This is an optimization exercise on Yosys and OpenROAD, whose aim is small area, not a production implementation. Only simulation tests tie the RTL to the original design; equivalence was not proved. Power is estimated from default activity; no workload was simulated.

**flow/design.v**
```verilog
module SimpleRegisterFile(
	input  wire        clk,
	input  wire        reset,
	input  wire [4:0]  idx_read_next,
	output wire [31:0] data_read,
	input  wire [4:0]  idx_write,
	input  wire [31:0] data_write,
	input  wire        write_pending,
	output wire        write_done
);
reg  [4:0]  t;
reg  [31:0] w [0:30];
reg  [30:0] v;
function [4:0] ring_pos(input [4:0] r, input [4:0] tt);
	reg [5:0] u;
	begin
		u = {1'b0, r} + {1'b0, tt};
		ring_pos = (u >= 6'd31) ? u - 6'd31 : u[4:0];
	end
endfunction
wire [4:0] wpos = ring_pos(idx_write, t);
wire [4:0] t_next = (t == 5'd30) ? 5'd0 : t + 5'd1;
reg  [4:0] rpos;
wire [30:0] ins;
wire [30:0] sel;
genvar p;
generate
	for (p = 0; p < 31; p = p + 1) begin : g_pos
		if (p % 8 == 0) begin : g_ins
			assign ins[p] = write_pending && wpos == ((p + 30) % 31);
		end else begin : g_noins
			assign ins[p] = 1'b0;
		end
		assign sel[p] = v[p] && rpos == p;
		always @(posedge clk) begin
			w[p] <= ins[p] ? data_write : w[(p + 30) % 31];
		end
	end
endgenerate
assign write_done = |ins;
integer i;
reg [31:0] rd;
always @(*) begin
	rd = 32'h0;
	for (i = 0; i < 31; i = i + 1)
		rd = rd | ({32{sel[i]}} & w[i]);
end
assign data_read = rd;
always @(posedge clk or posedge reset) begin
	if (reset) begin
		t <= 5'd0;
		v <= 31'h0;
		rpos <= 5'd31;
	end else begin
		t <= t_next;
		rpos <= (idx_read_next == 5'd0) ? 5'd31 : ring_pos(idx_read_next, t_next);
		v <= {v[29:0], v[30]} | ins;
	end
end
endmodule
module MultiCycleCPU(
	input  wire        clk,
	input  wire        reset,
	output wire        base_ram_ce_n,
	output wire        base_ram_oe_n,
	output wire        base_ram_we_n,
	output reg  [3:0]  base_ram_be_n,
	output wire [19:0] base_ram_addr,
	output wire [31:0] base_ram_data_o,
	output reg         base_ram_data_oe,
	input  wire [31:0] base_ram_data_i,
	output reg         uart_rdn,
	output wire        uart_wrn,
	input  wire        uart_dataready,
	input  wire        uart_tbre,
	input  wire        uart_tsre,
	output wire        ext_ram_ce_n,
	output wire        ext_ram_oe_n,
	output wire        ext_ram_we_n,
	output reg  [3:0]  ext_ram_be_n,
	output wire [19:0] ext_ram_addr,
	output reg  [31:0] ext_ram_data_o,
	output reg         ext_ram_data_oe,
	input  wire [31:0] ext_ram_data_i,
	output reg  [31:0] pc_out,
	output wire [31:0] addr_out
);
localparam [1:0] S_IF = 2'd0, S_ID = 2'd1, S_EX = 2'd2, S_ERR = 2'd3;
localparam [1:0] M_IDLE = 2'd0, M_RD = 2'd1, M_WPREP = 2'd2, M_WSTART = 2'd3;
localparam [2:0] W_IDLE = 3'd0, W_LOW = 3'd1, W_TBRE = 3'd2, W_TSRE = 3'd3, W_DONE = 3'd4;
reg [1:0]  st;
reg [1:0]  ms;
reg [3:0]  cnt;
reg        urd, uwr;
reg [2:0]  ws;
reg [4:0]  rs1, rs2;
reg        wbv;
reg [2:0]  step;
reg        acc;             
reg [31:0] insn;
reg [31:0] opa;             
reg [31:0] wb;              
reg [4:0]  wbi;             
reg        cond;            
reg [7:0]  b_lo;            
assign addr_out = {16'h0, 3'h0, rs1, 3'h0, rs2};
wire [6:0] opcode = insn[6:0];
wire [2:0] f3 = insn[14:12];
wire       f7z = insn[31:25] == 7'h0;
wire [4:0] rd = insn[11:7];
wire       rd_nz = rd != 5'd0;
wire c_op    = opcode == 7'b0110011 && f7z && (f3 == 3'b000 || f3 == 3'b111 || f3 == 3'b110 || f3 == 3'b100);
wire c_opimm = opcode == 7'b0010011 && (f3 == 3'b000 || f3 == 3'b111 || f3 == 3'b110 || (f7z && (f3 == 3'b001 || f3 == 3'b101)));
wire c_auipc = opcode == 7'b0010111;
wire c_lui   = opcode == 7'b0110111;
wire c_jal   = opcode == 7'b1101111;
wire c_jalr  = opcode == 7'b1100111 && f3 == 3'b000;
wire c_br    = opcode == 7'b1100011 && f3[2:1] == 2'b00;
wire c_ld    = opcode == 7'b0000011 && (f3 == 3'b000 || f3 == 3'b010);
wire c_st    = opcode == 7'b0100011 && (f3 == 3'b000 || f3 == 3'b010);
wire c_ill   = !(c_op || c_opimm || c_auipc || c_lui || c_jal || c_jalr || c_br || c_ld || c_st);
wire is_word = f3[1];       
wire c_shift = c_opimm && f3[1:0] == 2'b01;    
function [31:0] rev32(input [31:0] v);
	integer k;
	for (k = 0; k < 32; k = k + 1) rev32[k] = v[31 - k];
endfunction
wire [31:0] imm_I = {{20{insn[31]}}, insn[31:20]};
wire [31:0] imm_S = {{20{insn[31]}}, insn[31:25], insn[11:7]};
wire [31:0] imm_B = {{20{insn[31]}}, insn[7], insn[30:25], insn[11:8], 1'b0};
wire [31:0] imm_U = {insn[31:12], 12'h0};
wire [31:0] imm_J = {{12{insn[31]}}, insn[19:12], insn[20], insn[30:21], 1'b0};
wire [31:0] imm = c_st ? imm_S : c_br ? imm_B : (c_lui || c_auipc) ? imm_U : c_jal ? imm_J : imm_I;
reg [2:0] last_step;
always @(*) begin
	if (c_jal) last_step = rd_nz ? 3'd3 : 3'd1;
	else if (c_jalr) last_step = rd_nz ? 3'd4 : 3'd2;
	else if (c_lui) last_step = 3'd1;
	else if (c_ld) last_step = 3'd4;
	else last_step = 3'd3;
end
wire [31:0] rdata;
wire        wb_done;
SimpleRegisterFile regs (
	.clk(clk),
	.reset(reset),
	.idx_read_next((st == S_ID && !c_shift) ? insn[24:20] : insn[19:15]),
	.data_read(rdata),
	.idx_write(wbi),
	.data_write(wb),
	.write_pending(wbv),
	.write_done(wb_done)
);
wire first = !pc_out[31];   
wire use_pc = st == S_IF || (st == S_ID && c_jal) || c_auipc || (c_jalr && step == 3'd2);
wire use_rd = !use_pc && st != S_ID;    
wire [31:0] alu_a = ({32{use_pc}} & pc_out) | ({32{use_rd}} & rdata);
reg  [31:0] alu_b;
always @(*) begin
	if (st == S_IF) alu_b = first ? 32'h80000000 : ((c_jal || (c_br && cond)) ? imm : 32'd4);
	else if ((st == S_ID && c_jal) || (c_jalr && step == 3'd2)) alu_b = 32'd4;
	else if (c_op || c_br) alu_b = opa;
	else alu_b = imm;
end
wire [31:0] sum, alu;
wire        eq;
CpuAlu alu_u (
	.a(alu_a),
	.b(alu_b),
	.sh_in(opa),
	.f3((c_op || c_opimm) ? f3 : 3'b000),
	.sum(sum),
	.alu(alu),
	.eq(eq)
);
wire [31:0] npc = (!first && c_jalr) ? opa : sum;
wire [31:0] ma = wb;
wire ma_base = ma[31:22] == 10'b1000_0000_00;
wire ma_ext  = ma[31:22] == 10'b1000_0000_01;
wire ma_ok   = ma[1:0] == 2'b00 || !is_word;
wire ma_uart = ma[31:3] == 29'h02000000 && !is_word;
wire ma_udat = ma_uart && ma[2:0] == 3'd0;
wire ma_ustat = ma_uart && ma[2:0] == 3'd5;
wire pc_base = npc[31:22] == 10'b1000_0000_00 && npc[1:0] == 2'b00;
wire pc_ext  = npc[31:22] == 10'b1000_0000_01 && npc[1:0] == 2'b00;
assign base_ram_ce_n = !((ms == M_RD || ms == M_WSTART) && !acc);
assign base_ram_oe_n = !(ms == M_RD && !acc);
assign base_ram_we_n = !(ms == M_WSTART && !acc);
assign ext_ram_ce_n  = !((ms == M_RD || ms == M_WSTART) && acc);
assign ext_ram_oe_n  = !(ms == M_RD && acc);
assign ext_ram_we_n  = !(ms == M_WSTART && acc);
wire [19:0] bus_addr = st == S_IF ? pc_out[21:2] : ma[21:2];
assign base_ram_addr = bus_addr;
assign ext_ram_addr = bus_addr;
wire [31:0] st_data = is_word ? opa : ({24'h0, opa[7:0]} << {ma[1:0], 3'b000});
assign base_ram_data_o = {st_data[31:8], b_lo};
assign uart_wrn = ws != W_LOW;
wire [31:0] rdbus = acc ? ext_ram_data_i : base_ram_data_i;
reg  [7:0]  rbyte;
always @(*) begin
	case (ma[1:0])
		2'd0: rbyte = rdbus[7:0];
		2'd1: rbyte = rdbus[15:8];
		2'd2: rbyte = rdbus[23:16];
		default: rbyte = rdbus[31:24];
	endcase
end
wire [31:0] ldata = is_word ? rdbus : {{24{rbyte[7]}}, rbyte};
wire fire = (urd || uwr) ? cnt == 4'd9 : cnt == 4'd3;
wire counting = ms == M_RD || ms == M_WSTART || urd || uwr;
wire mem_step = (c_ld || c_st) && step == 3'd2;
reg [1:0]  n_st, n_ms;
reg [2:0]  n_step, n_ws;
reg        n_urd, n_uwr, n_acc, n_cond, n_wbv, n_rdn, n_b_oe, n_e_oe;
reg [31:0] n_insn, n_opa, n_wb, n_pc_out, n_e_data;
reg [4:0]  n_rs1, n_rs2;
reg [7:0]  n_b_lo;
reg [3:0]  n_b_be_n, n_e_be_n;
reg        load_wb, set_wbv;
always @(*) begin
	n_st = st; n_ms = ms; n_step = step; n_ws = ws;
	n_urd = urd; n_uwr = uwr; n_acc = acc; n_cond = cond;
	n_rdn = uart_rdn; n_b_oe = base_ram_data_oe; n_e_oe = ext_ram_data_oe;
	n_insn = insn; n_opa = opa; n_wb = wb; n_pc_out = pc_out; n_e_data = ext_ram_data_o;
	n_rs1 = rs1; n_rs2 = rs2; n_b_lo = b_lo;
	n_b_be_n = base_ram_be_n; n_e_be_n = ext_ram_be_n;
	load_wb = 1'b0;
	set_wbv = 1'b0;
	case (st)
	S_IF: begin
		if (ms == M_IDLE) begin
			n_pc_out = {npc[31:1], 1'b0};    
			if (pc_base) begin
				n_b_be_n = 4'b0000; n_b_oe = 1'b0; n_ms = M_RD; n_acc = 1'b0;
			end else if (pc_ext) begin
				n_e_be_n = 4'b0000; n_e_oe = 1'b0; n_ms = M_RD; n_acc = 1'b1;
			end else begin
				n_st = S_ERR;
			end
		end else if (fire) begin
			n_insn = rdbus;
			n_ms = M_IDLE;
			n_st = S_ID;
		end
	end
	S_ID: begin
		n_rs1 = insn[19:15];
		n_rs2 = insn[24:20];
		n_step = 3'd0;
		n_st = S_EX;
		n_wb = sum;
		load_wb = c_lui || c_jal;
		set_wbv = load_wb;
	end
	S_EX: begin
		if (c_ill) begin
			n_st = S_ERR;
		end else if (mem_step) begin
			n_wb = ldata;
			if (urd) begin
				if (fire) begin
					if (!uart_rdn) begin
						n_rdn = 1'b1;
						load_wb = 1'b1; set_wbv = 1'b1;
						n_urd = 1'b0;
						n_step = step + 3'd1;
					end else if (uart_dataready) begin
						n_rdn = 1'b0;
						n_b_oe = 1'b0;
					end
				end
			end else if (uwr) begin
				if (fire) begin
					case (ws)
					W_IDLE: begin
						n_ws = W_LOW; n_b_lo = opa[7:0]; n_b_oe = 1'b1;
					end
					W_LOW: n_ws = W_TBRE;
					W_TBRE: if (uart_tbre) n_ws = W_TSRE;
					W_TSRE: if (uart_tsre) n_ws = W_DONE;
					default: begin
						n_ws = W_IDLE; n_uwr = 1'b0; n_step = step + 3'd1;
					end
					endcase
				end
			end else if (ms == M_IDLE) begin
				if (ma_base && ma_ok) begin
					n_acc = 1'b0;
					if (c_ld) begin
						n_b_be_n = 4'b0000; n_b_oe = 1'b0; n_ms = M_RD;
					end else begin
						n_b_be_n = is_word ? 4'b0000 : ~(4'b0001 << ma[1:0]);
						n_b_lo = st_data[7:0];
						n_b_oe = 1'b1; n_ms = M_WPREP;
					end
				end else if (ma_ext && ma_ok) begin
					n_acc = 1'b1;
					if (c_ld) begin
						n_e_be_n = 4'b0000; n_e_oe = 1'b0; n_ms = M_RD;
					end else begin
						n_e_be_n = is_word ? 4'b0000 : ~(4'b0001 << ma[1:0]);
						n_e_data = st_data;
						n_e_oe = 1'b1; n_ms = M_WPREP;
					end
				end else if (ma_udat) begin
					n_acc = 1'b0;
					n_urd = c_ld;
					n_uwr = c_st;
				end else if (ma_uart) begin
					n_wb = {26'h0, ma_ustat, 4'h0, ma_ustat && uart_dataready};
					load_wb = c_ld; set_wbv = c_ld;
					n_step = step + 3'd1;
				end else begin
					n_st = S_ERR;
				end
			end else if (ms == M_RD) begin
				if (fire) begin
					load_wb = 1'b1; set_wbv = 1'b1;
					n_ms = M_IDLE;
					n_step = step + 3'd1;
				end
			end else if (ms == M_WPREP) begin
				n_ms = M_WSTART;
			end else begin
				if (fire) begin
					n_ms = M_IDLE;
					n_step = step + 3'd1;
				end
			end
		end else if (step == last_step) begin
			n_st = S_IF;
		end else begin
			n_step = step + 3'd1;
			if (step == 3'd0) n_opa = (c_shift && !f3[2]) ? rev32(rdata) : rdata;
			if (step == 3'd1) begin
				n_wb = alu;
				load_wb = c_op || c_opimm || c_auipc || c_ld || c_st;
				set_wbv = c_op || c_opimm || c_auipc;
				if (c_br) n_cond = eq ^ f3[0];
				if (c_jalr) n_opa = {sum[31:1], 1'b0};
			end
			if (step == 3'd2) begin
				n_wb = sum;
				load_wb = c_jalr;
				set_wbv = c_jalr;
			end
		end
	end
	default: ;
	endcase
	n_wbv = (set_wbv && rd_nz) || (wbv && !wb_done);
end
always @(posedge clk or posedge reset) begin
	if (reset) begin
		st <= S_IF;
		ms <= M_IDLE;
		cnt <= 4'd0;
		urd <= 1'b0; uwr <= 1'b0;
		ws <= W_IDLE;
		rs1 <= 5'd0; rs2 <= 5'd0;
		wbv <= 1'b0;
		pc_out <= 32'h0;
		uart_rdn <= 1'b1;
		base_ram_data_oe <= 1'b0; ext_ram_data_oe <= 1'b0;
		base_ram_be_n <= 4'b0000; ext_ram_be_n <= 4'b0000;
	end else begin
		st <= n_st;
		ms <= n_ms;
		cnt <= (counting && !fire) ? cnt + 4'd1 : 4'd0;
		urd <= n_urd; uwr <= n_uwr;
		ws <= n_ws;
		rs1 <= n_rs1; rs2 <= n_rs2;
		wbv <= n_wbv;
		pc_out <= n_pc_out;
		uart_rdn <= n_rdn;
		base_ram_data_oe <= n_b_oe; ext_ram_data_oe <= n_e_oe;
		base_ram_be_n <= n_b_be_n; ext_ram_be_n <= n_e_be_n;
	end
end
always @(posedge clk) begin
	step <= n_step;
	acc <= n_acc;
	insn <= n_insn;
	opa <= n_opa;
	if (load_wb) wb <= n_wb;
	wbi <= rd;
	cond <= n_cond;
	b_lo <= n_b_lo;
	ext_ram_data_o <= n_e_data;
end
endmodule
module CpuAlu(
	input  wire [31:0] a,
	input  wire [31:0] b,
	input  wire [31:0] sh_in,
	input  wire [2:0]  f3,
	output wire [31:0] sum,
	output wire [31:0] alu,
	output wire        eq
);
wire [31:0] p = a ^ b;
wire [31:0] g = a & b;
wire [32:0] c;
assign c[0] = 1'b0;
genvar k;
generate
	for (k = 0; k < 8; k = k + 1) begin : grp
		wire [3:0] gp = p[4*k+3:4*k];
		wire [3:0] gg = g[4*k+3:4*k];
		wire ci = c[4*k];
		assign c[4*k+1] = gg[0] | (gp[0] & ci);
		assign c[4*k+2] = gg[1] | (gp[1] & gg[0]) | (gp[1] & gp[0] & ci);
		assign c[4*k+3] = gg[2] | (gp[2] & gg[1]) | (gp[2] & gp[1] & gg[0]) | (gp[2] & gp[1] & gp[0] & ci);
		assign c[4*k+4] = gg[3] | (gp[3] & gg[2]) | (gp[3] & gp[2] & gg[1]) | (gp[3] & gp[2] & gp[1] & gg[0]) | (&gp & ci);
	end
endgenerate
assign sum = p ^ c[31:0];
assign eq = ~|p;
function [31:0] rev32(input [31:0] v);
	integer i;
	for (i = 0; i < 32; i = i + 1) rev32[i] = v[31 - i];
endfunction
wire [31:0] shr = sh_in >> b[4:0];
wire s_add = f3 == 3'b000;
wire s_xor = f3 == 3'b100;
wire s_or  = f3 == 3'b110;
wire s_and = f3 == 3'b111;
wire s_sll = f3 == 3'b001;
wire s_srl = f3 == 3'b101;
assign alu = ({32{s_add}} & sum) | ({32{s_xor | s_or}} & p) | ({32{s_or | s_and}} & g)
	| ({32{s_srl}} & shr) | ({32{s_sll}} & rev32(shr));
endmodule
```
**flow/flow/run.sh**
```bash
#!/bin/bash
# Standard synthesis, then the standard ORFS layout with two knobs changed:
# port buffers of the smallest buffer cell, and a clock tree of clkbuf_16
# clusters of up to 24 flip-flops without dummy loads. Each step's output
# goes to its own log file here.
set -euo pipefail
bash standard.sh synth > synth.log 2>&1
bash standard.sh \
  "BUFFER_PORTS_ARGS=-buffer_cell sky130_fd_sc_hd__buf_1" \
  "CTS_ARGS=-sink_clustering_enable -repair_clock_nets -dont_use_dummy_load -sink_clustering_size 24 -sink_clustering_max_diameter 70" \
  finish > layout.log 2>&1
```
**flow/standard.sh**
```bash
#!/bin/bash
# synth_recipe.tcl (not shown) runs the flow's synth.tcl, then flattens the netlist and writes it again
# the make line also repeats each setting of config.mk as NAME=value (left out here)
make -C /OpenROAD-flow-scripts/flow DESIGN_CONFIG=/design/flow/config.mk WORK_HOME=/design/flow/orfs CLKGATE_MAP_FILE= SYNTH_SCRIPT=/design/flow/synth_recipe.tcl "${@:-finish}"
```
**flow/config.mk**
```make
export PLATFORM = sky130hd
export DESIGN_NAME = MultiCycleCPU
export DESIGN_NICKNAME = MultiCycleCPU
export VERILOG_FILES = /design/flow/design.v
export SDC_FILE = /design/flow/constraint.sdc
export NUM_CORES = 4
export LEC_CHECK = 0
export CAP_MARGIN = 20
export CORE_MARGIN = 2
export CORE_UTILIZATION = 65
export GPL_TIMING_DRIVEN = 0
export SLEW_MARGIN = 20
export SYNTH_HIERARCHICAL = 1
```
**flow/constraint.sdc**
```tcl
create_clock -name core_clock -period 10.0 [get_ports {clk}]
set_input_delay 2.0000 -clock core_clock [delete_from_list [all_inputs] [get_ports {clk}]]
set_output_delay 2.0000 -clock core_clock [all_outputs]
set_load 0.01 [all_outputs]
```
==> results of run 1 <==
-- modules after synthesis, one instance, submodules excluded --
| module | copies in the design | flops+latches |
|---|---|---|
| SimpleRegisterFile | 1 | 1033 |
| CpuAlu | 1 | 0 |
| MultiCycleCPU | 1 | 212 |
-- power by group --
| group | internal, mW | switching [mW] |
|---|---|---|
| registers | 5.28 | 0.194 |
| clock network | 1.20 | 1.57 |
| logic | 1.26 | 2.60 |
| total | 7.74 | 4.36 |
-- layer usage --
metal	GRT usage (%)	part of all wire, %	vias to the layer above	wire length [um]
met2	76.5	42	3666	82500
met1	62.0	33	18800	64800
met5	0	0.057	-	112
met3	17.0	14	1077	28500
li1	-	-	15700	-
met4	44.2	11	18	21100
-- metrics by stage --
stage | instances | setup TNS (ns) | utilization, %
final | 5383 | -0.00552 | 71.8
after global routing | 5368 | 0 | 71.8
after CTS | 5367 | 0 | 71.7
after detailed placement | 5300 | 0 | 69.3
after global placement | 5285 | 0 | 69.0
after floorplan | 4114 | 0 | -
-- state kept, by name (all words and copies together), names as in the netlist, 8 cells and up --
register	flops
insn	32
pc_out	31
ext_ram_data_o	32
wb	32
opa	32
regs.w	992
b_lo	8
regs.v	31
-- cell families after synthesis --
group,count (synthesis)
DFF,1245
AOI/OAI and AO/OA,1116
and+or+nand+nor,886
buffers and inverters,406
muxes,338
adders and majority gates,65
xor gates and xnor gates,35
other,1
-- final timing paths --
check | startpoint | to | slack [ns] | depth (start not counted)
max in group asynchronous | reset | pc_out[27] | 7.92 | 3
min | regs.w[6][11] | regs.w[7][11] | 0.31 | 0
max | regs.rpos[2] | base_ram_be_n[0] | -0.006 | 27
max reg2reg | regs.rpos[2] | base_ram_be_n[0] | -0.006 | 27
min in group asynchronous | reset | regs.t[4] | 1.28 | 2
min reg2reg | regs.w[6][11] | regs.w[7][11] | 0.31 | 0
-- critical path: stages, from the launching register on --
cell      delay, ns
dfstp_2        0.55
nor2b_1        0.46
and3_1         0.24
clkbuf_1       0.51
buf_2          0.68
buf_1          1.08
a22oi_1        0.25
nand3_1        0.17
or4_1          0.28
nand2_1        0.22
o21ai_0        0.25
ha_1           0.16
buf_2          0.21
nand2_1        0.14
nor4bb_1       0.55
o22ai_2        0.34
o31ai_1        0.58
a221o_2        0.37
nor2_1         0.08
fa_1           0.43
xnor2_1        0.23
nor4_1         0.31
nand4_1        0.20
mux2_2         0.38
nor2_1         0.16
a21boi_0       0.17
a211oi_2       0.45
mux2_2         0.39
-- what timing repair did --
action,4_1_cts,5_1_grt
hold endpoints to repair,0,0
gates resized for setup,0,4
endpoints found under the setup margin,0,8
hold buffers,0,0
-- cell usage after synthesis (all sizes together), types with 8 or more instances --
cell type	n	area, um^2
a221oi	65	569
xnor2	23	201
mux2	215	2650
o221ai	18	158
buf	145	1000
and2	34	220
dfxtp	997	20000
ha	55	688
nor2	134	518
mux2i	108	1080
o21ai	241	1220
a22o	66	578
nor4	23	159
nand4	47	294
a31oi	14	103
nor2b	30	188
dfrtp	101	2530
clkbuf	205	769
a21oi	167	840
a222oi	35	350
o211ai	11	87.6
a211oi	11	92.6
or3	8	55.1
xor2	12	113
inv	53	199
a22oi	389	2920
nor3	43	225
or4	39	300
or2	11	68.8
nand2b	27	169
a21o	14	105
nor3b	11	87.6
fa	10	200
mux4	15	338
nand2	294	1110
and3	45	287
edfxtp	141	4230
o22ai	9	62.6
nand3	116	603
-- cell type report --
cell class,instances,area [um^2]
buffer,350,1830
clock buffer,67,1680
fill,4898,19800
multi-input combinational,2463,17700
inverter,56,213
timing repair buffer,246,1050
tap,940,1180
sequential,1245,26900
antenna,16,40.0
==> impl_metrics.ini, run 1 <==
[run_status]
status = failed layout checks
violations = negative setup slack

[sta]
max_freq_ghz = 0.0999
slew_headroom_pct = 6.52
report.final.slew_viol_count = 0
min_period_over_period_pct = 100
worst_slack_ns = -0.00552
rsz0062_at_grt = false
worst_slew_pin_slew_ns = 1.40
hold_viol = 0
setup_viol = 1
min_period_ns = 10.01
whs_ns = 0.310
fin_skew_ns = 0.129

[final_layout]
mostFrequentLayoutCells = dfxtp_1 (997), a22oi_1 (389), nand2_1 (293)
final_nets = 4563
drive_above_1_share_pct = 10.5
area_growth_syn_to_layout_pct = 8.86
design_area_um2 = 50500
layout.cells.most_common = dfxtp_1

[setup_path]
crit_fanout = 10
start_kind = flip-flop
crit_type = flip-flop to flip-flop
setup.worst_path.end_class = flip-flop
crit_arrival_ns = 10.51
crit_required_ns = 10.51

[power_and_ir_drop]
power.leakage_nw = 20.0
ir_worst_vdd_v = 0.000209
power_mw = 12.1
power.density_nw_per_um2 = 239

[place]
globalplace.congestion = 1.13
port_buffers = 231
post_dp_cell_area_um2 = 48800
preCtsSetupSlack_ns = 0.545
dp_hpwl_um = 140000

[synth]
netlist_instances = 4092
synth_top_family_by_area = compound AO/OA/AOI/OAI gates
synth-simple-area-share_pct = 9.71
yosysWarnings = 10
synthAdderAreaFrac_pct = 1.91
synth.avg_cell_area_um2 = 11.3
syn-cell-area_um2 = 46400
ys_ff_latch = 1245
synthMuxAreaShare_pct = 8.77
synthXorXnorAreaFrac_pct = 0.676
synth-async-reset-ratio_pct = 8.59
synth_flop_cell = dfxtp_1
ys_seq_area_share_pct = 57.9
synth_edf_count = 141
synthDistinctLibCells = 105
synth-compound-area-share_pct = 16.8

[routing]
dr.pass1.iters = 9
final_antenna_net_count = 0
wl_um = 197000
wire_per_inst_um = 36.6
vias = 39300
drtIter0Drc = 7202
vias_per_cell = 7.30
drc_errors = 0

[die]
die_area_um2 = 73600
die_w_um = 271
ios = 255
fp.dieH_um = 271
core_um2 = 70400
row_count = 97
initial_core_util_pct = 66.0

[clocking]
root_buffer = clkbuf_16
cts_setup_buffers = 0
tritoncts = built
numCtsBuffers = 67
clk_path_buf_depth = 3
insertion_delay_ns = 0.68
clk_pin_slew_worst_paths_ns = 0.09
numClockSinks = 1245
htree_num_levels = 3

[global_route]
grt_antenna_before_repair = 19
grt_pass1_wl_um = 272000
grt_util_all_layers_pct = 52.1
gr-total-overflow = 0
grt_max_degree = 43
grt_pass1_vias = 37700

[hold_path]
hp-class = flip-flop to flip-flop

[job]
drv_cap = 0
==> run 2, diff against run 1 <==
==> flow/flow/run.sh (replaced) <==
#!/bin/bash
# Standard synthesis, then the standard ORFS layout with two knobs changed:
# port buffers of the smallest buffer cell, and a clock tree of clkbuf_16
# clusters of up to 28 flip-flops without dummy loads. Each step's output
# goes to its own log file here.
set -euo pipefail
bash standard.sh synth > synth.log 2>&1
bash standard.sh \
  "BUFFER_PORTS_ARGS=-buffer_cell sky130_fd_sc_hd__buf_1" \
  "CTS_ARGS=-sink_clustering_enable -repair_clock_nets -dont_use_dummy_load -sink_clustering_size 28 -sink_clustering_max_diameter 80" \
  finish > layout.log 2>&1
--- a/flow/config.mk
+++ b/flow/config.mk
@@ -9,4 +9,3 @@
 export CORE_MARGIN = 2
-export CORE_UTILIZATION = 65
-export GPL_TIMING_DRIVEN = 0
+export CORE_UTILIZATION = 75
 export SLEW_MARGIN = 20
==> impl_metrics.ini, run 2 <==
[run_status]
status = timing/DRC/antenna clean

[synth]
syn-cell-area_um2 = 46400
synth_top_cell_by_area = dfxtp_1
synthDistinctLibCells = 105
yosysMostFrequentCell = dfxtp_1
synth-async-reset-ratio_pct = 8.59
synth_area_leaders = dfxtp_1 (43%), edfxtp_1 (9.1%), a22oi_1 (6.3%), dfrtp_1 (5.4%), o21ai_0 (2.5%)
yosysWarnings = 10
synth.avg_cell_area_um2 = 11.3
ys_ff_latch = 1245
ys_seq_area_share_pct = 57.9
synth_edf_count = 141
synth_common_cells = dfxtp_1 (997), a22oi_1 (389), nand2_1 (293), o21ai_0 (233), clkbuf_1 (205)
synth_top_area_share_pct = 43.0
netlist_instances = 4092
synth_flop_cell = dfxtp_1

[sta]
report.final.slew_viol_count = 0
hold_viol = 0
fin_skew_ns = 0.109
min_period_over_period_pct = 85.8
slew_headroom_pct = 17.9
setup_viol = 0
whs_ns = 0.294
max_freq_ghz = 0.117
tns_ns = 0
rsz0062_at_grt = false
min_period_ns = 8.58
worst_slew_pin_slew_ns = 1.23

[place]
dp_hpwl_um = 110000
port_buffers = 231
globalplace.congestion = 1.07

[hold_path]
holdPathEnd = regs.w[30][4]
hp-class = flip-flop to flip-flop
min_path_cells = 0
min_from = regs.w[29][4]

[routing]
wire_per_inst_um = 34.7
wl_um = 170000
dr.pass1.iters = 11
drtIter0Drc = 6533
drc_errors = 0
final_antenna_net_count = 0
vias = 37800
vias_per_cell = 7.69

[die]
row_count = 91
fp.dieH_um = 253
ios = 255
die_area_um2 = 63900
core_um2 = 61500
die_w_um = 253
initial_core_util_pct = 75.5

[setup_path]
timing.rr.start = regs.rpos[3]
r2r_end = base_ram_be_n[0]
crit_required_ns = 10.54
crit_type = flip-flop to flip-flop
r2r_setup_slack_ns = 1.42
cpLargestDelayFamily = simple AND/OR/NAND/NOR gates
start_kind = flip-flop
crit_buf_inv = 1
worstSetupPathDepth = 25
crit_fanout = 21
worst_path_max_delay_cell = or4_1
crit_arrival_ns = 9.11
reg2reg_depth = 25
crit_path_max_incr_delay_ns = 0.75
setup.worst_path.end_class = flip-flop

[final_layout]
drive_above_1_share_pct = 9.52
largest_reg_flops = 992
final_util_pct = 79.0
area_growth_syn_to_layout_pct = 4.63
mostFrequentLayoutCells = dfxtp_1 (997), a22oi_1 (389), nand2_1 (293)
layout.cells.most_common = dfxtp_1
largest_register = regs.w
final_nets = 4255

[clocking]
numCtsBuffers = 53
root_buffer = clkbuf_16
ctsHoldBuffers = 0
tritoncts = built
cts_setup_buffers = 0
clk_pin_slew_worst_paths_ns = 0.10
htree_num_levels = 2
insertion_delay_ns = 0.70
numClockSinks = 1245
post_cts_resized = 0
clk_path_buf_depth = 3

[job]
drv_cap = 0

[power_and_ir_drop]
p_clk_share_pct = 21.5
p_int_mw = 7.43
power.density_nw_per_um2 = 234
power_frac_seq_pct = 48.1
p_comb_share_pct = 30.5
ir_worst_vdd_v = 0.000175
swShare_pct = 34.8
p_sw_mw = 3.96
power.leakage_nw = 19.1

[global_route]
grt_pass1_wl_um = 242000
grt_util_all_layers_pct = 51.9
grt_antenna_before_repair = 6
gr-total-overflow = 0
grt_max_degree = 67
grt_pass1_vias = 37000
-- run 2: per-stage QoR --
step                      instance area, um^2  power (mW)  cells  setup slack, ns
after global placement                  47200        8.84   4856             2.06
after global routing                    48600        11.7   4909             1.39
final                                   48600        11.4   4912             1.42
after detailed placement                47200        8.87   4856             1.85
after floorplan                         46500        7.83   4114             3.65
after CTS                               48600        11.2   4909             1.79
-- run 2: modules after synthesis (local to each module, per instance) --
module	area [um^2]	times used	cells inside	flip-flops and latches
SimpleRegisterFile	29200	1	2113	1033
MultiCycleCPU	13200	1	1409	212
CpuAlu	4020	1	570	0
-- run 2: power groups by stage --
stage / Sequential, mW / Clock (mW) / Combinational (mW)
global route: 5.49 / 2.57 / 3.65
global placement: 5.56 / 0 / 3.28
floorplan: 5.53 / 0 / 2.30
CTS: 5.46 / 2.40 / 3.32
finish: 5.47 / 2.45 / 3.47
detailed placement: 5.57 / 0 / 3.30
-- run 2: worst max-delay path by stage --
stage / startpoint / to
after floorplan: regs.rpos[1] / base_ram_be_n[0]
after global placement: insn[5] / base_ram_be_n[0]
after detailed placement: regs.rpos[1] / base_ram_be_n[0]
after CTS: regs.rpos[1] / base_ram_be_n[0]
after global routing: insn[3] / base_ram_be_n[0]
final: regs.rpos[3] / base_ram_be_n[0]
-- run 2: layer usage --
| layer | global-route usage (%) | vias up | share of wire (%) |
|---|---|---|---|
| met2 | 77.6 | 3683 | 43 |
| met3 | 16.8 | 1188 | 14 |
| li1 | - | 15100 | - |
| met4 | 43.4 | 6 | 10 |
| met1 | 61.0 | 17800 | 33 |
| met5 | 0 | - | 0.025 |
-- run 2: cells by family after synthesis --
logic type      share of synthesized area, %
other cells                          0.00808
fa+ha+maj                               1.91
flops                                   57.9
xor+xnor                               0.676
mux                                     8.77
simple gates                            9.71
buf+inv                                 4.27
compound gates                          16.8
-- run 2: layout make-up --
| cell class | instances | area (um^2) |
|---|---|---|
| antenna | 3 | 7.51 |
| clock buffer | 53 | 1330 |
| fill | 3459 | 12900 |
| inverter | 56 | 210 |
| multi-input combinational | 2463 | 17800 |
| sequential | 1245 | 26900 |
| tap | 790 | 988 |
| timing repair buffer | 302 | 1400 |
==> run 3, diff against run 2 <==
==> flow/flow/run.sh (replaced) <==
#!/bin/bash
# Standard synthesis, then the standard ORFS layout with two knobs changed:
# port buffers of the smallest buffer cell, and a clock tree whose leaf
# clusters of up to 18 flip-flops are driven by clkbuf_8 (clkbuf_16 above
# them), without dummy loads. Each step's output goes to its own log file.
set -euo pipefail
bash standard.sh synth > synth.log 2>&1
bash standard.sh \
  "BUFFER_PORTS_ARGS=-buffer_cell sky130_fd_sc_hd__buf_1" \
  "CTS_ARGS=-sink_clustering_enable -repair_clock_nets -dont_use_dummy_load -buf_list sky130_fd_sc_hd__clkbuf_16 -root_buf sky130_fd_sc_hd__clkbuf_16 -sink_clustering_buffer sky130_fd_sc_hd__clkbuf_8 -sink_clustering_size 18 -sink_clustering_max_diameter 60" \
  finish > layout.log 2>&1
==> impl_metrics.ini, run 3 <==
[die]
row_count = 91
core_um2 = 61500
die_w_um = 253
ios = 255
die_area_um2 = 63900
initial_core_util_pct = 75.5
fp.dieH_um = 253

[global_route]
grt_max_degree = 67
grt_pass1_vias = 37300
grt_pass1_wl_um = 240000
grt_antenna_before_repair = 3
gr-total-overflow = 0
grt_util_all_layers_pct = 51.5

[synth]
yosysWarnings = 10
synth_edf_count = 141
synth-async-reset-ratio_pct = 8.59
synth_top_area_share_pct = 43.0
ys_seq_area_share_pct = 57.9
synthDistinctLibCells = 105
yosysMostFrequentCell = dfxtp_1
netlist_instances = 4092
ys_ff_latch = 1245
synth_common_cells = dfxtp_1 (997), a22oi_1 (389), nand2_1 (293), o21ai_0 (233), clkbuf_1 (205)
syn-cell-area_um2 = 46400
synth_top_cell_by_area = dfxtp_1
synth_area_leaders = dfxtp_1 (43%), edfxtp_1 (9.1%), a22oi_1 (6.3%), dfrtp_1 (5.4%), o21ai_0 (2.5%)
synth_flop_cell = dfxtp_1
synth.avg_cell_area_um2 = 11.3

[hold_path]
holdPathEnd = regs.w[10][6]
min_path_cells = 0
min_from = regs.w[9][6]
hp-class = flip-flop to flip-flop

[clocking]
ctsHoldBuffers = 0
cts_setup_buffers = 0
root_buffer = clkbuf_16
numClockSinks = 1245
clk_path_buf_depth = 3
tritoncts = built
htree_num_levels = 3
post_cts_resized = 0
insertion_delay_ns = 0.64
clk_pin_slew_worst_paths_ns = 0.11
numCtsBuffers = 83

[sta]
worst_slack_ns = 1.38
fin_skew_ns = 0.100
hold_viol = 0
tns_ns = 0
min_period_ns = 8.62
report.final.slew_viol_count = 0
worst_slew_pin_slew_ns = 1.24
setup_viol = 0
min_period_over_period_pct = 86.2
rsz0062_at_grt = false
max_freq_ghz = 0.116
slew_headroom_pct = 16.8

[power_and_ir_drop]
p_comb_share_pct = 30.8
swShare_pct = 35.2
ir_worst_vdd_v = 0.000176
p_sw_mw = 3.97
power.leakage_nw = 19.1
p_clk_share_pct = 20.7
p_int_mw = 7.32
power_mw = 11.3
power.density_nw_per_um2 = 233
power_frac_seq_pct = 48.5

[setup_path]
crit_path_max_incr_delay_ns = 0.73
r2r_setup_slack_ns = 1.38
worst_path_max_delay_cell = or4_1
cpLargestDelayFamily = compound AO/OA/AOI/OAI gates
crit_required_ns = 10.47
setup.worst_path.end_class = flip-flop
r2r_end = base_ram_be_n[1]
crit_arrival_ns = 9.10
reg2reg_depth = 25
crit_buf_inv = 1
crit_type = flip-flop to flip-flop
start_kind = flip-flop
timing.rr.start = regs.rpos[1]
crit_fanout = 21

[routing]
vias = 37600
final_antenna_net_count = 0
wire_per_inst_um = 33.9
drc_errors = 0
vias_per_cell = 7.62
drtIter0Drc = 6451
wl_um = 167000
dr.pass1.iters = 10

[final_layout]
multi_input_area_um2 = 17800
largest_register = regs.w
final_util_pct = 78.9
layout.cells.most_common = dfxtp_1
mostFrequentLayoutCells = dfxtp_1 (997), a22oi_1 (389), nand2_1 (293)
seqCellArea_um2 = 26900
drive_above_1_share_pct = 10.2
final_nets = 4286
nFillCells = 3491
area_growth_syn_to_layout_pct = 4.47
largest_reg_flops = 992
design_area_um2 = 48500

[place]
port_buffers = 231
globalplace.congestion = 1.07
post_dp_cell_area_um2 = 47200
dp_hpwl_um = 110000
preCtsSetupSlack_ns = 1.85

[run_status]
status = timing/DRC/antenna clean

[job]
drv_cap = 0
[run 3: changes by cell type in the layout (fill, tap and decap cells not counted), sizes merged]
cell    delta
buf        +1
clkbuf    +30
diode      -2
[run 3: power by group through the flow]
stage                     combinational [mW]  clock [mW]  sequential, mW
final                                   3.47        2.34            5.47
after global routing                    3.65        2.48            5.49
after CTS                               3.32        2.30            5.46
after detailed placement                3.30           0            5.57
after global placement                  3.28           0            5.56
after floorplan                         2.30           0            5.53
[run 3: per-layer routing]
layer / vias to the layer above / share of wire, % / GRT usage, %
met5: - / 0.0078 / 0
met4: 2 / 10 / 43.3
met3: 1164 / 14 / 16.4
met2: 3584 / 43 / 76.5
met1: 17700 / 33 / 60.9
li1: 15100 / - / -
[run 3: worst register-to-register path: stages (launching register included)]
cell	delay [ns]
dfstp_2	0.63
nor3_1	0.13
and3_2	0.42
buf_4	0.38
a22o_1	0.29
a221oi_1	0.38
nand3_1	0.17
or4_1	0.73
nand2_1	0.16
o21ai_0	0.28
ha_1	0.49
a21oi_1	0.13
nor4bb_1	0.42
o22ai_2	0.26
o31ai_1	0.60
a221o_2	0.31
nor2_1	0.06
fa_1	0.42
xnor2_1	0.21
nor4_1	0.30
nand4_1	0.18
mux2_2	0.38
nor2_1	0.20
a21boi_0	0.17
a211oi_2	0.39
mux2_2	0.39
[run 3: how the worst max path moves through the flow]
stage	slack, ns	startpoint	end	cells after the start
floorplan	3.65	regs.rpos[1]	base_ram_be_n[0]	26
global placement	2.06	insn[5]	base_ram_be_n[0]	24
detailed placement	1.85	regs.rpos[1]	base_ram_be_n[0]	25
CTS	1.74	regs.rpos[1]	base_ram_be_n[0]	25
global route	1.32	regs.rpos[1]	base_ram_be_n[1]	25
finish	1.38	regs.rpos[1]	base_ram_be_n[1]	25
[run 3: per-stage QoR]
step,hold slack [ns],cells
after global routing,0.303,4940
after global placement,0.332,4856
final,0.309,4941
after CTS,0.305,4939
after detailed placement,0.336,4856
after floorplan,0.330,4114
[run 3: cell type report]
class,count,area share (%)
multi-input cells,2463,36.6
clock buffers,83,2.56
well taps,790,2.04
diodes,1,0.00516
flip-flops and latches,1245,55.4
inverters,56,0.433
repair buffers,303,2.92
[run 3: logic make-up (layout without fill, tap and decap cells)]
logic type / after synthesis / in the layout / synth area share, %
and+or+nand+nor: 886 / 886 / 9.71
AOI/OAI and AO/OA: 1116 / 1116 / 16.8
xor gates and xnor gates: 35 / 35 / 0.676
adders and majority gates: 65 / 65 / 1.91
buffers and inverters: 406 / 442 / 4.27
other: 1 / 24 / 0.00808
muxes: 338 / 338 / 8.77
DFF: 1245 / 1245 / 57.9
[run 3: Yosys stat by module, one instance, submodules excluded]
module / flip-flops and latches / cells inside / copies in the design / cell area [um^2]
CpuAlu: 0 / 570 / 1 / 4020
MultiCycleCPU: 212 / 1409 / 1 / 13200
SimpleRegisterFile: 1033 / 2113 / 1 / 29200
==> run 4, diff against run 3 <==
--- a/flow/design.v
+++ b/flow/design.v
@@ -250,3 +250,3 @@
 		n_st = S_EX;
-		n_wb = sum;
+		n_wb = alu;           
 		load_wb = c_lui || c_jal;
@@ -342,3 +342,3 @@
 			if (step == 3'd2) begin
-				n_wb = sum;
+				n_wb = alu;       
 				load_wb = c_jalr;
@@ -429,4 +429,14 @@
 wire s_srl = f3 == 3'b101;
-assign alu = ({32{s_add}} & sum) | ({32{s_xor | s_or}} & p) | ({32{s_or | s_and}} & g)
-	| ({32{s_srl}} & shr) | ({32{s_sll}} & rev32(shr));
+wire [31:0] m0, m1;
+AluAoi222 u_m0 (.s0(s_add), .d0(sum), .s1(s_xor | s_or), .d1(p), .s2(s_or | s_and), .d2(g), .y(m0));
+AluAoi22 u_m1 (.s0(s_srl), .d0(shr), .s1(s_sll), .d1(rev32(shr)), .y(m1));
+assign alu = ~(m0 & m1);
+endmodule
+module AluAoi222(input wire s0, input wire [31:0] d0, input wire s1, input wire [31:0] d1,
+	input wire s2, input wire [31:0] d2, output wire [31:0] y);
+assign y = ~(({32{s0}} & d0) | ({32{s1}} & d1) | ({32{s2}} & d2));
+endmodule
+module AluAoi22(input wire s0, input wire [31:0] d0, input wire s1, input wire [31:0] d1,
+	output wire [31:0] y);
+assign y = ~(({32{s0}} & d0) | ({32{s1}} & d1));
 endmodule
==> flow/flow/run.sh (replaced) <==
#!/bin/bash
# Standard synthesis, then the standard ORFS layout with two knobs changed:
# port buffers of the smallest buffer cell, and a clock tree of clkbuf_16
# clusters of up to 28 flip-flops without dummy loads. Each step's output
# goes to its own log file here.
set -euo pipefail
bash standard.sh synth > synth.log 2>&1
bash standard.sh \
  "BUFFER_PORTS_ARGS=-buffer_cell sky130_fd_sc_hd__buf_1" \
  "CTS_ARGS=-sink_clustering_enable -repair_clock_nets -dont_use_dummy_load -sink_clustering_size 28 -sink_clustering_max_diameter 80" \
  finish > layout.log 2>&1
==> impl_metrics.ini, run 4 <==
[synth]
synth.avg_cell_area_um2 = 11.6
yosysMostFrequentCell = dfxtp_1
synth_top_cell_by_area = dfxtp_1
syn-cell-area_um2 = 46400
ys_seq_area_share_pct = 57.9
synthDistinctLibCells = 112
synthAdderAreaFrac_pct = 1.91
synthXorXnorAreaFrac_pct = 0.658
synth_common_cells = dfxtp_1 (997), a22oi_1 (370), nand2_1 (260), o21ai_0 (194), clkbuf_1 (160)
yosysWarnings = 10
synthMuxAreaShare_pct = 8.78
synth-async-reset-ratio_pct = 8.59
synth-compound-area-share_pct = 16.6
synth-simple-area-share_pct = 9.76
ys_ff_latch = 1245
synth_area_leaders = dfxtp_1 (43%), edfxtp_1 (9.1%), a22oi_1 (6.0%), dfrtp_1 (5.4%), mux2_2 (2.6%)
synth_top_area_share_pct = 43.0
netlist_instances = 3989
synth_edf_count = 141
synth_flop_cell = dfxtp_1
synth_top_family_by_area = compound AO/OA/AOI/OAI gates

[power_and_ir_drop]
swShare_pct = 31.5
ir_worst_vdd_v = 0.000176
power.leakage_nw = 19.0
power_frac_seq_pct = 52.3
power.density_nw_per_um2 = 215
p_sw_mw = 3.28
p_clk_share_pct = 23.0
p_int_mw = 7.14
p_comb_share_pct = 24.8

[setup_path]
reg2reg_depth = 27
setup.worst_path.end_class = flip-flop
crit_arrival_ns = 8.30
r2r_setup_slack_ns = 2.19
r2r_end = ext_ram_be_n[1]
timing.rr.start = regs.rpos[2]
crit_required_ns = 10.48
crit_fanout = 17
start_kind = flip-flop
crit_type = flip-flop to flip-flop

[place]
dp_hpwl_um = 101000
port_buffers = 231
post_dp_cell_area_um2 = 47100
globalplace.congestion = 1.11

[clocking]
root_buffer = clkbuf_16
numClockSinks = 1245
post_cts_resized = 0
insertion_delay_ns = 0.67
numCtsBuffers = 52
htree_num_levels = 2
clk_pin_slew_worst_paths_ns = 0.10
ctsHoldBuffers = 0
tritoncts = built
clk_path_buf_depth = 3
cts_setup_buffers = 0

[die]
initial_core_util_pct = 75.5
fp.dieH_um = 253
core_um2 = 61500
die_w_um = 253
ios = 255
row_count = 91
die_area_um2 = 63900

[routing]
drtIter0Drc = 5824
drc_errors = 0
vias = 35500
wl_um = 153000
vias_per_cell = 7.37
wire_per_inst_um = 31.8
dr.pass1.iters = 14
final_antenna_net_count = 0

[final_layout]
drive_above_1_share_pct = 10.8
largest_reg_flops = 992
final_nets = 4158
final_util_pct = 78.7
layout.cells.most_common = dfxtp_1
design_area_um2 = 48400
area_growth_syn_to_layout_pct = 4.24
mostFrequentLayoutCells = dfxtp_1 (997), a22oi_1 (370), nand2_1 (258)
largest_register = regs.w

[hold_path]
holdPathEnd = regs.w[22][0]
min_path_cells = 0
min_from = regs.w[21][0]
hp-class = flip-flop to flip-flop

[sta]
min_period_over_period_pct = 78.1
hold_viol = 0
setup_viol = 0
whs_ns = 0.312
max_freq_ghz = 0.128
worst_slew_pin_slew_ns = 1.07
rsz0062_at_grt = false
tns_ns = 0
fin_skew_ns = 0.0844
report.final.slew_viol_count = 0
slew_headroom_pct = 28.0
min_period_ns = 7.81

[global_route]
grt_pass1_vias = 35100
grt_util_all_layers_pct = 46.8
gr-total-overflow = 0
grt_antenna_before_repair = 6
grt_max_degree = 67
grt_pass1_wl_um = 221000

[run_status]
status = timing/DRC/antenna clean

[job]
drv_cap = 0
[run 4: cell count changes after synthesis, sizes merged, moves of 33 or more]
| cell | previous run | this run |
|---|---|---|
| clkbuf | 205 | 162 |
| a21oi | 167 | 131 |
| a211oi | 11 | 44 |
| a21o | 14 | 47 |
| nand2 | 294 | 261 |
| o21ai | 241 | 208 |
[run 4: critical path, stage by stage (launching register included)]
cell and delay, ns:
dfstp_2 0.57, nor2b_1 0.46, and3_2 0.77, buf_4 0.46, a22o_1 0.22, a221oi_1 0.05
nand3_1 0.10, or4_1 0.26, nand2b_1 0.08, o21ai_0 0.35, ha_1 0.35, nand4_1 0.17
nor2_1 0.07, or4_1 0.56, nand3_1 0.18, o21ai_1 0.15, and2_1 0.22, o21ai_0 0.17
nand2b_1 0.10, fa_1 0.38, xor2_1 0.20, nor4_1 0.30, nand4_1 0.13, mux2i_1 0.47
inv_1 0.09, o21ai_0 0.17, nand3_1 0.24, mux2_2 0.34
[run 4: power by group through the flow]
stage,Combinational (mW),Sequential [mW],Clock (mW)
detailed placement,2.47,5.55,0
CTS,2.49,5.44,2.37
floorplan,1.81,5.51,0
finish,2.58,5.45,2.39
global placement,2.41,5.53,0
global route,2.75,5.46,2.54
[run 4: final cells by class]
| cell class | instances | area, um^2 |
|---|---|---|
| Inverter | 35 | 131 |
| Timing Repair Buffer | 294 | 1360 |
| Clock buffer | 52 | 1300 |
| Multi-Input combinational cell | 2396 | 17700 |
| Sequential cell | 1245 | 26900 |
| Tap cell | 790 | 988 |
| Antenna cell | 3 | 7.51 |
| Fill cell | 3813 | 13100 |
[run 4: how the worst max path moves through the flow]
stage                      start         endpoint  cells after the start
floorplan                insn[6]  ext_ram_be_n[0]                     23
global placement         insn[3]  ext_ram_be_n[1]                     25
detailed placement       insn[3]  ext_ram_be_n[1]                     25
CTS                      insn[3]  ext_ram_be_n[1]                     25
global route            insn[13]  ext_ram_be_n[1]                     27
finish              regs.rpos[2]  ext_ram_be_n[1]                     27
[run 4: Yosys stat by module (local to each module, per instance)]
module,copies in the design,flops+latches,area [um^2],cells inside
CpuAlu,1,0,3040,420
SimpleRegisterFile,1,1033,29200,2113
AluAoi222,1,0,403,41
AluAoi22,1,0,289,38
MultiCycleCPU,1,212,13500,1377
[run 4: kinds of logic (layout without fill, tap and decap cells)]
logic type | Yosys count | count (layout)
other cells | 1 | 26
mux | 339 | 339
buf+inv | 370 | 381
fa+ha+maj | 65 | 65
xor+xnor | 34 | 34
compound gates | 1059 | 1059
flops | 1245 | 1245
simple gates | 876 | 876
[run 4: stage by stage]
step	total power [mW]	worst slack, ns	cells
after floorplan	7.31	3.90	4011
after global placement	7.94	2.31	4759
after detailed placement	8.02	2.31	4760
after CTS	10.3	2.24	4812
after global routing	10.7	1.68	4812
final	10.4	2.19	4815
[run 4: layer usage]
| layer | global-route usage [%] | wire (um) |
|---|---|---|
| met1 | 57.1 | 52400 |
| met2 | 72.4 | 67900 |
| met3 | 12.3 | 19900 |
| met4 | 33.7 | 13100 |
| met5 | 0 | 60 |
==> run 5, diff against run 4 <==
--- a/flow/design.v
+++ b/flow/design.v
@@ -40,10 +40,19 @@
 assign write_done = |ins;
-integer i;
-reg [31:0] rd;
-always @(*) begin
-	rd = 32'h0;
-	for (i = 0; i < 31; i = i + 1)
-		rd = rd | ({32{sel[i]}} & w[i]);
-end
-assign data_read = rd;
+wire [31:0] rn [0:10];
+generate
+	for (p = 0; p < 10; p = p + 1) begin : g_rd
+		RfAoi222 u (
+			.s0(sel[3*p]),     .d0(w[3*p]),
+			.s1(sel[3*p + 1]), .d1(w[3*p + 1]),
+			.s2(sel[3*p + 2]), .d2(w[3*p + 2]),
+			.y(rn[p])
+		);
+	end
+endgenerate
+wire [31:0] ro0, ro1, ro2;
+RfNand2 u_rd30 (.s(sel[30]), .d(w[30]), .y(rn[10]));
+RfNand4 u_rc0 (.a(rn[0]), .b(rn[1]), .c(rn[2]), .d(rn[3]), .y(ro0));
+RfNand4 u_rc1 (.a(rn[4]), .b(rn[5]), .c(rn[6]), .d(rn[7]), .y(ro1));
+RfNand3 u_rc2 (.a(rn[8]), .b(rn[9]), .c(rn[10]), .y(ro2));
+assign data_read = ro0 | ro1 | ro2;
 always @(posedge clk or posedge reset) begin
@@ -60,2 +69,16 @@
 endmodule
+module RfAoi222(input wire s0, input wire [31:0] d0, input wire s1, input wire [31:0] d1,
+	input wire s2, input wire [31:0] d2, output wire [31:0] y);
+assign y = ~(({32{s0}} & d0) | ({32{s1}} & d1) | ({32{s2}} & d2));
+endmodule
+module RfNand2(input wire s, input wire [31:0] d, output wire [31:0] y);
+assign y = ~({32{s}} & d);
+endmodule
+module RfNand3(input wire [31:0] a, input wire [31:0] b, input wire [31:0] c, output wire [31:0] y);
+assign y = ~(a & b & c);
+endmodule
+module RfNand4(input wire [31:0] a, input wire [31:0] b, input wire [31:0] c, input wire [31:0] d,
+	output wire [31:0] y);
+assign y = ~(a & b & c & d);
+endmodule
 module MultiCycleCPU(
--- a/flow/config.mk
+++ b/flow/config.mk
@@ -9,3 +9,3 @@
 export CORE_MARGIN = 2
-export CORE_UTILIZATION = 75
+export CORE_UTILIZATION = 65
 export SLEW_MARGIN = 20
==> impl_metrics.ini, run 5 <==
[run_status]
status = timing/DRC/antenna clean

[setup_path]
reg2reg_depth = 25
cp-startpoint = insn[5]
worst_path_max_delay_cell = edfxtp_1
crit_fanout = 40
crit_type = flip-flop to flip-flop
crit_path_max_incr_delay_ns = 0.71
setup.worst_path.end = base_ram_be_n[1]
crit_arrival_ns = 8.19
r2r_setup_slack_ns = 2.32
r2r_end = base_ram_be_n[1]
setup.worst_path.end_class = flip-flop
timing.rr.start = insn[5]
crit_required_ns = 10.52
start_kind = flip-flop

[sta]
report.final.slew_viol_count = 0
min_period_ns = 7.68
setup_viol = 0
tns_ns = 0
hold_viol = 0
slew_headroom_pct = 25.6
worst_slew_pin_slew_ns = 1.12
worst_slack_ns = 2.32
max_freq_ghz = 0.130
rsz0062_at_grt = false
fin_skew_ns = 0.0916
min_period_over_period_pct = 76.8

[final_layout]
largest_reg_flops = 992
design_area_um2 = 47700
drive_above_1_share_pct = 11.8
final_util_pct = 68.5
layoutNonFillerInstCount = 4844
largest_register = regs.w
layout.cells.most_common = dfxtp_1
area_growth_syn_to_layout_pct = 4.75
final_nets = 4040
mostFrequentLayoutCells = dfxtp_1 (997), nand2_1 (383), a222oi_1 (352)

[synth]
ys_ff_latch = 1245
synthDistinctLibCells = 104
synth-async-reset-ratio_pct = 8.59
synth_common_cells = dfxtp_1 (997), nand2_1 (385), a222oi_1 (352), o21ai_0 (237), mux2_2 (176)
synth.avg_cell_area_um2 = 11.9
synth_flop_cell = dfxtp_1
yosysWarnings = 11
yosysMostFrequentCell = dfxtp_1
synth_top_cell_by_area = dfxtp_1
netlist_instances = 3823
ys_seq_area_share_pct = 59.0
syn-cell-area_um2 = 45500
synth_edf_count = 141
synth_top_area_share_pct = 43.8
synth_area_leaders = dfxtp_1 (44%), edfxtp_1 (9.3%), a222oi_1 (7.7%), dfrtp_1 (5.6%), mux2_2 (4.4%)

[routing]
drtIter0Drc = 5959
wl_um = 150000
drc_errors = 0
final_antenna_net_count = 0
dr.pass1.iters = 13
wire_per_inst_um = 31.0
vias = 34100
vias_per_cell = 7.03

[clocking]
root_buffer = clkbuf_16
numCtsBuffers = 55
numClockSinks = 1245
post_cts_resized = 0
tritoncts = built
clk_pin_slew_worst_paths_ns = 0.10
ctsHoldBuffers = 0
cts_setup_buffers = 0
insertion_delay_ns = 0.69
htree_num_levels = 2
clk_path_buf_depth = 3

[die]
die_w_um = 269
core_um2 = 69700
initial_core_util_pct = 65.3
ios = 255
fp.dieH_um = 269
die_area_um2 = 72200
row_count = 97

[hold_path]
hp-class = flip-flop to flip-flop
min_path_cells = 0

[place]
port_buffers = 231
dp_cells = 4788
globalplace.congestion = 1.06
post_dp_cell_area_um2 = 46300
preCtsSetupSlack_ns = 2.51
dp_hpwl_um = 103000

[job]
drv_cap = 0

[global_route]
grt_antenna_before_repair = 6
grt_util_all_layers_pct = 40.6
grt_max_degree = 87
grt_pass1_wl_um = 216000
grt_pass1_vias = 33300
gr-total-overflow = 0

[power_and_ir_drop]
power.density_nw_per_um2 = 222
ir_worst_vdd_v = 0.000173
power.leakage_nw = 18.3
==> run 5: where the power goes <==
| part | switching (mW) | leakage, nW | internal (mW) |
|---|---|---|---|
| registers | 0.222 | 10.7 | 5.28 |
| logic | 1.72 | 6.96 | 0.902 |
| clock network | 1.49 | 0.678 | 0.981 |
| total | 3.43 | 18.3 | 7.16 |
==> run 5: cell families after synthesis <==
family	count (synthesis)	synth area share [%]
AND/OR/NAND/NOR	889	9.71
buffers and inverters	349	4.93
multiplexers	334	8.55
flip-flops	1245	59.0
adder cells (fa/ha/maj)	66	1.98
other	1	0.00824
XOR/XNOR	36	0.739
AO/OA/AOI/OAI	903	15.0
==> run 5: layer usage <==
| metal | track usage (%) | vias to the layer above | share of wire (%) |
|---|---|---|---|
| met3 | 9.18 | 469 | 11 |
| met4 | 22.0 | 4 | 5.8 |
| met2 | 65.2 | 2469 | 46 |
| met1 | 51.2 | 16600 | 37 |
| met5 | 0 | - | 0.015 |
| li1 | - | 14500 | - |
==> run 5: area by class of cell <==
class	count	area (um^2)
fillers	5169	22000
clock buffers	55	1380
multi-input cells	2251	16600
flip-flops and latches	1245	26900
repair buffers	312	1480
diodes	1	2.50
inverters	40	151
well taps	940	1180
==> run 5: worst min-delay path by stage <==
stage | start | slack (ns) | endpoint
2_1_floorplan | regs.w[9][30] | 0.33 | regs.w[10][30]
5_1_grt | regs.w[29][2] | 0.30 | regs.w[30][2]
3_3_place_gp | regs.w[18][30] | 0.33 | regs.w[19][30]
3_5_place_dp | regs.w[0][30] | 0.34 | regs.w[1][30]
4_1_cts | regs.w[2][1] | 0.31 | regs.w[3][1]
6_report | regs.w[2][1] | 0.30 | regs.w[3][1]
==> run 5: critical path: cells and delay by family, from the launching register on <==
| kind | cells | cell delay (ns) |
|---|---|---|
| compound gates | 9 | 1.97 |
| simple gates | 10 | 2.69 |
| fa+ha+maj | 2 | 0.76 |
| mux | 2 | 0.77 |
| buf+inv | 1 | 0.44 |
| xor+xnor | 1 | 0.20 |
| flops | 1 | 0.71 |
==> run 5: per-module statistics from Yosys, one instance, submodules excluded, excerpt <==
module / copies in the design / cell area [um^2] / flip-flops and latches / cells
AluAoi22: 1 / 289 / 0 / 38
AluAoi222: 1 / 403 / 0 / 41
RfAoi222: 10 / 403 / 0 / 41
RfNand2: 1 / 154 / 0 / 35
RfNand4: 2 / 200 / 0 / 32
SimpleRegisterFile: 1 / 24000 / 1033 / 1386
==> run 5: metrics by stage <==
step	hold slack [ns]	total power [mW]
2_1_floorplan	0.330	7.27
3_3_place_gp	0.332	8.10
3_5_place_dp	0.335	8.14
4_1_cts	0.308	10.5
5_1_grt	0.303	10.9
6_report	0.301	10.6
==> run 6, diff against run 5 <==
==> flow/flow/run.sh (replaced) <==
#!/bin/bash
# Standard synthesis, then the standard ORFS layout with two knobs changed:
# port buffers of the smallest buffer cell, and a clock tree of clkbuf_16
# clusters of up to 30 flip-flops without dummy loads. Each step's output
# goes to its own log file here.
set -euo pipefail
bash standard.sh synth > synth.log 2>&1
bash standard.sh \
  "BUFFER_PORTS_ARGS=-buffer_cell sky130_fd_sc_hd__buf_1" \
  "CTS_ARGS=-sink_clustering_enable -repair_clock_nets -dont_use_dummy_load -sink_clustering_size 30 -sink_clustering_max_diameter 80" \
  finish > layout.log 2>&1
==> impl_metrics.ini, run 6 <==
[hold_path]
min_from = regs.w[29][2]
hp-class = flip-flop to flip-flop
min_path_cells = 0
holdPathEnd = regs.w[30][2]

[setup_path]
crit_required_ns = 10.52
r2r_setup_slack_ns = 2.33
crit_type = flip-flop to flip-flop
crit_path_max_incr_delay_ns = 0.70
start_kind = flip-flop
reg2reg_depth = 25
timing.rr.start = insn[5]
worst_path_max_delay_cell = edfxtp_1
crit_fanout = 40
setup.worst_path.end_class = flip-flop
crit_arrival_ns = 8.18
r2r_end = base_ram_be_n[1]

[routing]
drc_errors = 0
wire_per_inst_um = 31.1
vias_per_cell = 7.06
dr.pass1.iters = 13
drtIter0Drc = 6326
vias = 34200
final_antenna_net_count = 0
wl_um = 151000

[synth]
synth_area_leaders = dfxtp_1 (44%), edfxtp_1 (9.3%), a222oi_1 (7.7%), dfrtp_1 (5.6%), mux2_2 (4.4%)
yosysWarnings = 11
syn-cell-area_um2 = 45500
synth.avg_cell_area_um2 = 11.9
yosysMostFrequentCell = dfxtp_1
ys_ff_latch = 1245
ys_seq_area_share_pct = 59.0
synthDistinctLibCells = 104
synth_top_area_share_pct = 43.8
synth_flop_cell = dfxtp_1
synth_edf_count = 141
synth_top_cell_by_area = dfxtp_1
synth_common_cells = dfxtp_1 (997), nand2_1 (385), a222oi_1 (352), o21ai_0 (237), mux2_2 (176)
netlist_instances = 3823
synth-async-reset-ratio_pct = 8.59

[place]
dp_hpwl_um = 103000
post_dp_cell_area_um2 = 46300
port_buffers = 231
globalplace.congestion = 1.06
preCtsSetupSlack_ns = 2.51
dp_cells = 4788

[die]
die_area_um2 = 72200
core_um2 = 69700
die_w_um = 269
row_count = 97
fp.dieH_um = 269
ios = 255
initial_core_util_pct = 65.3

[clocking]
cts_setup_buffers = 0
clk_path_buf_depth = 3
insertion_delay_ns = 0.69
htree_num_levels = 2
root_buffer = clkbuf_16
clk_pin_slew_worst_paths_ns = 0.11
numCtsBuffers = 53
ctsHoldBuffers = 0
numClockSinks = 1245
tritoncts = built
post_cts_resized = 0

[sta]
worst_slack_ns = 2.33
max_freq_ghz = 0.130
setup_viol = 0
slew_headroom_pct = 26.0
tns_ns = 0
worst_slew_pin_slew_ns = 1.11
min_period_ns = 7.67
fin_skew_ns = 0.104
min_period_over_period_pct = 76.7
report.final.slew_viol_count = 0
rsz0062_at_grt = false
hold_viol = 0

[final_layout]
mostFrequentLayoutCells = dfxtp_1 (997), nand2_1 (383), a222oi_1 (352)
largest_reg_flops = 992
largest_register = regs.w
layout.cells.most_common = dfxtp_1
design_area_um2 = 47600
layoutNonFillerInstCount = 4845
final_nets = 4038
final_util_pct = 68.4
drive_above_1_share_pct = 11.7
seqCellArea_um2 = 26900
area_growth_syn_to_layout_pct = 4.66
multi_input_area_um2 = 16600
nFillCells = 5196

[global_route]
grt_pass1_vias = 33200
gr-total-overflow = 0
grt_antenna_before_repair = 5
grt_max_degree = 87
grt_pass1_wl_um = 217000
grt_util_all_layers_pct = 40.7

[run_status]
status = timing/DRC/antenna clean

[power_and_ir_drop]
power.density_nw_per_um2 = 222
power.leakage_nw = 18.3
ir_worst_vdd_v = 0.000194

[job]
drv_cap = 0
run 6: cell type report:
class	instances	share of cell area, %
inverters	40	0.318
diodes	4	0.0210
multi-input cells	2251	34.9
well taps	940	2.47
repair buffers	312	3.10
clock buffers	53	2.78
flip-flops and latches	1245	56.4
run 6: cell families after synthesis:
logic type                 count (synthesis)  share of synthesized area [%]
AOI/OAI and AO/OA                        903                           15.0
xor gates and xnor gates                  36                          0.739
adders and majority gates                 66                           1.98
buffers and inverters                    349                           4.93
DFF                                     1245                           59.0
muxes                                    334                           8.55
other                                      1                        0.00824
and+or+nand+nor                          889                           9.71
run 6: report_power, final:
part,switching (mW),internal [mW],leakage (nW),total [mW]
Clock,1.48,0.949,0.653,2.43
Combinational,1.73,0.902,6.96,2.63
Sequential,0.225,5.28,10.7,5.51
Total,3.43,7.13,18.3,10.6
run 6: per-stage QoR:
stage,power [mW],hold WS [ns]
2_1_floorplan,7.27,0.330
3_3_place_gp,8.10,0.332
3_5_place_dp,8.14,0.335
4_1_cts,10.5,0.293
5_1_grt,10.9,0.280
6_report,10.6,0.283
run 6: Yosys stat by module (local to each module, per instance), excerpt:
module / flops+latches / cells / copies in the design
AluAoi22: 0 / 38 / 1
CpuAlu: 0 / 420 / 1
MultiCycleCPU: 212 / 1397 / 1
RfAoi222: 0 / 41 / 10
RfNand2: 0 / 35 / 1
RfNand3: 0 / 32 / 1
RfNand4: 0 / 32 / 2
SimpleRegisterFile: 1033 / 1386 / 1
run 6: worst max path at each step:
stage | start | to | depth (start not counted)
floorplan | regs.rpos[3] | base_ram_be_n[0] | 24
global route | insn[5] | base_ram_be_n[0] | 25
global placement | insn[5] | base_ram_be_n[0] | 25
detailed placement | insn[5] | base_ram_be_n[3] | 25
CTS | insn[5] | base_ram_be_n[1] | 25
finish | insn[5] | base_ram_be_n[1] | 25
run 6: layer usage:
| layer | up-vias | wire length (um) | GRT usage (%) |
|---|---|---|---|
| li1 | 14500 | - | - |
| met1 | 16800 | 56500 | 52.2 |
| met2 | 2533 | 69400 | 65.5 |
| met3 | 466 | 15900 | 7.63 |
| met4 | 2 | 8880 | 22.0 |
| met5 | - | 17 | 0 |
run 6: critical path: cells and delay by family, from the launching register on:
kind / cells / cell delay [ns]
muxes: 2 / 0.76
adders and majority gates: 2 / 0.76
xor gates and xnor gates: 1 / 0.19
DFF: 1 / 0.70
and+or+nand+nor: 10 / 2.70
AOI/OAI and AO/OA: 9 / 1.97
buffers and inverters: 1 / 0.44

re-timing with driven ports:
No port has a modelled driver above. Below, the same layouts with a new extraction and two added sets of constraints. Step 1, drivers: a clkbuf_16 drives clk and a buf_2 each remaining input, both assumed. Step 2, shift: input delay + t, output delay - t, t = (earliest + latest rising clock arrival at the registers) / 2. This alone moves slack from input paths to output paths. a / b / c = ideal / step 1 / step 2; a / b = the first two.
run	t (ns)	setup slack, ns	worst setup path after step 2	worst register clock-pin slew, ns	pins driven straight from the clock port
run 1	0.696	-0.006 / -0.006 / -0.006	register to register	0.10 / 0.10	1
run 2	0.715	1.424 / 1.424 / 1.424	register to register	0.11 / 0.11	1
run 3	0.658	1.376 / 1.376 / 1.376	register to register	0.12 / 0.12	1
run 4	0.698	2.186 / 2.186 / 2.186	register to register	0.11 / 0.11	1
run 5	0.714	2.324 / 2.324 / 2.324	register to register	0.11 / 0.11	1
run 6	0.702	2.333 / 2.333 / 2.333	register to register	0.11 / 0.11	1
